Source: an optimization exercise on an open RTL-to-GDS flow (aim: small area). Production flows keep margins and buffers that such runs may drop.

main:
==> flow/design.v (excerpt) <==
module top #(parameter N = 4) (
  input  wire           clk  ,
  input  wire           rst  ,
  input  wire           start,
  input  wire [8*N-1:0] a_in ,
  input  wire [8*N-1:0] w_in ,
  output wire [8*N-1:0] y_out,
  output wire           ready,
  output wire           done
);
export LEC_CHECK = 0
export CAP_MARGIN = 5
export CORE_MARGIN = 2
export CORE_UTILIZATION = 70
export CTS_CLUSTER_DIAMETER = 120
export CTS_CLUSTER_SIZE = 26
export SLEW_MARGIN = 5
export SYNTH_HIERARCHICAL = 1
create_clock -name core_clock -period 5.0 [get_ports {clk}]
standard.sh (not shown) runs the stock make flow with config.mk's settings and CLKGATE_MAP_FILE= SYNTH_SCRIPT=/design/flow/synth_recipe.tcl, a recipe that flattens the netlist after the stock synthesis.
==> flow/flow/run.sh <==
#!/bin/bash
# The standard layout, with the port buffers made from the smallest buffer,
# and gates off the critical paths downsized at global routing.
set -euo pipefail
export BUFFER_PORTS_ARGS="-buffer_cell sky130_fd_sc_hd__buf_1"
export RECOVER_POWER=100
bash standard.sh > standard.log 2>&1
[flow] main | stages: complete | final checks: fail | reason: max-capacitance violations, max-slew violations
--- input diff main..the feature branch ---
# main
export LEC_CHECK = 0
export CAP_MARGIN = 5
export CORE_MARGIN = 2
export CORE_UTILIZATION = 70
export CTS_CLUSTER_DIAMETER = 120
export CTS_CLUSTER_SIZE = 26
export SLEW_MARGIN = 5
export SYNTH_HIERARCHICAL = 1
create_clock -name core_clock -period 5.0 [get_ports {clk}]
# the feature branch
export LEC_CHECK = 0
export CAP_MARGIN = 20
export CORE_MARGIN = 2
export CORE_UTILIZATION = 70
export CTS_CLUSTER_DIAMETER = 120
export CTS_CLUSTER_SIZE = 26
export SLEW_MARGIN = 20
export SYNTH_HIERARCHICAL = 1
create_clock -name core_clock -period 5.0 [get_ports {clk}]
==> flow/flow/run.sh <==
#!/bin/bash
# The standard layout, with the port buffers made from the smallest buffer.
set -euo pipefail
export BUFFER_PORTS_ARGS="-buffer_cell sky130_fd_sc_hd__buf_1"
bash standard.sh > standard.log 2>&1
## What came out
- main and the feature branch ended up with nearly the same non-clock buffer contribution to total cell area.
- Status | main and the feature branch | clean except main
- The flow completed for main, but it is not clean: the layout still shows max-capacitance violations, max-slew violations.
- Number of standard cells in the final layout excluding fillers essentially unchanged between main and the feature branch.
- From the feature branch to main, post-synthesis mux area share did not move at all.
- | area added between synthesis and finish | the feature branch vs main | 0.65 points higher |
- Routed wire length per instance across main and the feature branch: no real change.
- Worst hold slack across main and the feature branch: no real change.
Function was not checked in any run of this note: the RTL went through the layout flow alone.


## v50
Another version of the RTL of top (not shown whole).
Size: roughly 1700 cells after synthesis, ~300 flip-flops, ~21000 sq um of cells after synthesis.
make LEC_CHECK=0 CAP_MARGIN=20 CORE_MARGIN=2 CORE_UTILIZATION=55 CTS_CLUSTER_DIAMETER=100 CTS_CLUSTER_SIZE=22 SLEW_MARGIN=20 SYNTH_HIERARCHICAL=1 finish   # period 5.0 ns
run.sh (not shown) runs the stock make flow with config.mk's settings and CLKGATE_MAP_FILE= SYNTH_SCRIPT=/design/flow/synth_recipe.tcl, a recipe that flattens the netlist after the stock synthesis.
Stock flow here: none of the scripts above is used.
Modified inputs, v5 compared to v50
==> flow/flow/run.sh (new file) <==
#!/bin/bash
# The standard layout, with the port buffers made from the smallest buffer.
set -euo pipefail
export BUFFER_PORTS_ARGS="-buffer_cell sky130_fd_sc_hd__buf_1"
bash standard.sh > standard.log 2>&1
==> flow/standard.sh (new file) <==
#!/bin/bash
# synth_recipe.tcl (not shown) runs the flow's synth.tcl, then flattens the netlist and writes it again
# the make line also repeats each setting of config.mk as NAME=value (left out here)
make -C /OpenROAD-flow-scripts/flow DESIGN_CONFIG=/design/flow/config.mk WORK_HOME=/design/flow/orfs CLKGATE_MAP_FILE= SYNTH_SCRIPT=/design/flow/synth_recipe.tcl "${@:-finish}"
removed: flow/run.sh
--- outcome ---
Delta (v5 minus v50): utilization after layout moved down, wire length lower, total via count in the routed design shows an increase of about 1.3%.
The number of buffers inserted by post-CTS setup repair in v5 sits 4 below the value recorded for v50.
What v58 does differently from v5 at the input level:
Settings: CORE_UTILIZATION: 55 -> 65.
Findings:
v58: flow completed, timing, DRC and antenna clean
Going from v5 to v58, the area of the placeable core was found to have gone down by 16%.
Arrival time of data at the critical path endpoint across v5 and v58: no real change.
Taking v5 as the reference point, the transition time of the tightest slew-check pin of v58 rises by 5.8 ps.
Wire: v58 routes less than v5
Compared with v5, v58 shows a lower half-perimeter wire length of the detailed placement result.
Compared with v5, v58 shows worst slew margin relative to its limit lower by 0.39 points.
Die span in x: v58 lower than v5
Relative to v5, worst setup slack decreased by 44 ps in v58.
In the final reports, the cell area of v58 is smaller than that of v5.
Inputs modified between v58 and v15:
Settings: swapping 65 for 55 in CORE_UTILIZATION; clearing CTS_CLUSTER_DIAMETER, which used to be 100; clearing CTS_CLUSTER_SIZE, which used to be 22.
==> flow/run.sh (new file) <==
#!/bin/bash
# synth_recipe.tcl (not shown) runs the flow's synth.tcl, then flattens the netlist and writes it again
# the make line also repeats each setting of config.mk as NAME=value (left out here)
make -C /OpenROAD-flow-scripts/flow DESIGN_CONFIG=/design/flow/config.mk WORK_HOME=/design/flow/orfs CLKGATE_MAP_FILE= SYNTH_SCRIPT=/design/flow/synth_recipe.tcl finish
removed: flow/flow/run.sh
removed: flow/standard.sh
==> comparison <==
Of v58 and v15, the run reporting the higher fraction of final layout cells with drive strength greater than 1 was v15. STATUS cell area: v15 loses against v58. v15 vs v58, shortest clock period the worst path allows after layout went down by 21 ps. v58 vs v15, timing endpoint of the critical path: dut.s2[9] vs dut.s3[9]. Between v58 and v15, the wire length after detailed routing is lower for v58.
Function was not checked in any run of this note: the RTL went through the layout flow alone.


Starting RTL as in the previous note.
clock: 5.0 ns
lec_check: 0
cap_margin: 20
core_margin: 2
core_utilization: 55
slew_margin: 20
synth_hierarchical: 1
standard.sh (not shown) runs the stock make flow with config.mk's settings and CLKGATE_MAP_FILE= SYNTH_SCRIPT=/design/flow/synth_recipe.tcl, a recipe that flattens the netlist after the stock synthesis.
==> flow/flow/run.sh <==
#!/bin/bash
# The standard layout, with the port buffers made from the smallest buffer.
set -euo pipefail
export BUFFER_PORTS_ARGS="-buffer_cell sky130_fd_sc_hd__buf_1"
bash standard.sh > standard.log 2>&1
The first run finished with timing, DRC and antenna clean.
Edit:
==> flow/run.sh (new file) <==
#!/bin/bash
# synth_recipe.tcl (not shown) runs the flow's synth.tcl, then flattens the netlist and writes it again
# the make line also repeats each setting of config.mk as NAME=value (left out here)
make -C /OpenROAD-flow-scripts/flow DESIGN_CONFIG=/design/flow/config.mk WORK_HOME=/design/flow/orfs CLKGATE_MAP_FILE= SYNTH_SCRIPT=/design/flow/synth_recipe.tcl finish
- CTS_CLUSTER_DIAMETER: default -> 150
- CTS_CLUSTER_SIZE: default -> 30
removed: flow/flow/run.sh
removed: flow/standard.sh
Effect: The changed run went through all stages and came out clean; non-clock buffer count came out higher by 8; final area stays flat; critical path depth came out higher by 3; die area is unchanged.
Function was not checked in any run of this note: the RTL went through the layout flow alone.

[re-timing with driven ports]
In the flow no input, the clock included, has a driving cell. The finished layouts below were timed again as built, in two steps.
Step 1 (the two cells are an assumption about what drives the block):
set clk [get_ports {clk}]
set_driving_cell -lib_cell sky130_fd_sc_hd__clkbuf_16 $clk
set_driving_cell -lib_cell sky130_fd_sc_hd__buf_2 [delete_from_list [all_inputs] $clk]
Step 2, shift: input delay + t, output delay - t, t = (earliest + latest rising clock arrival at the registers) / 2. This alone moves slack from input paths to output paths.
a / b / c = no drivers / after step 1 / after step 2; a / b = the first two.
run | shift t [ns] | setup slack, ns | latest minus earliest clock arrival (ns) | slew at the worst register clock pin (ns) | worst slew at a driven data input, ns
main | 0.558 | 0.202 / 0.202 / 0.202 | 0.025 / 0.025 | 0.11 / 0.11 | 0.04
the feature branch | 0.557 | 0.163 / 0.163 / 0.163 | 0.024 / 0.024 | 0.11 / 0.11 | 0.04
v50 | 0.592 | 0.104 / 0.104 / 0.104 | 0.016 / 0.016 | 0.09 / 0.09 | 0.05
v5 | 0.605 | 0.147 / 0.147 / 0.147 | 0.026 / 0.027 | 0.10 / 0.10 | 0.05
v58 | 0.568 | 0.102 / 0.102 / 0.102 | 0.015 / 0.014 | 0.09 / 0.09 | 0.04
v15 | 0.615 | 0.123 / 0.123 / 0.123 | 0.041 / 0.042 | 0.07 / 0.07 | 0.04
the first run of note 3 | 0.593 | 0.134 / 0.134 / 0.134 | 0.029 / 0.029 | 0.06 / 0.06 | 0.05
the second run of note 3 | 0.567 | 0.111 / 0.111 / 0.111 | 0.060 / 0.059 | 0.12 / 0.12 | 0.04
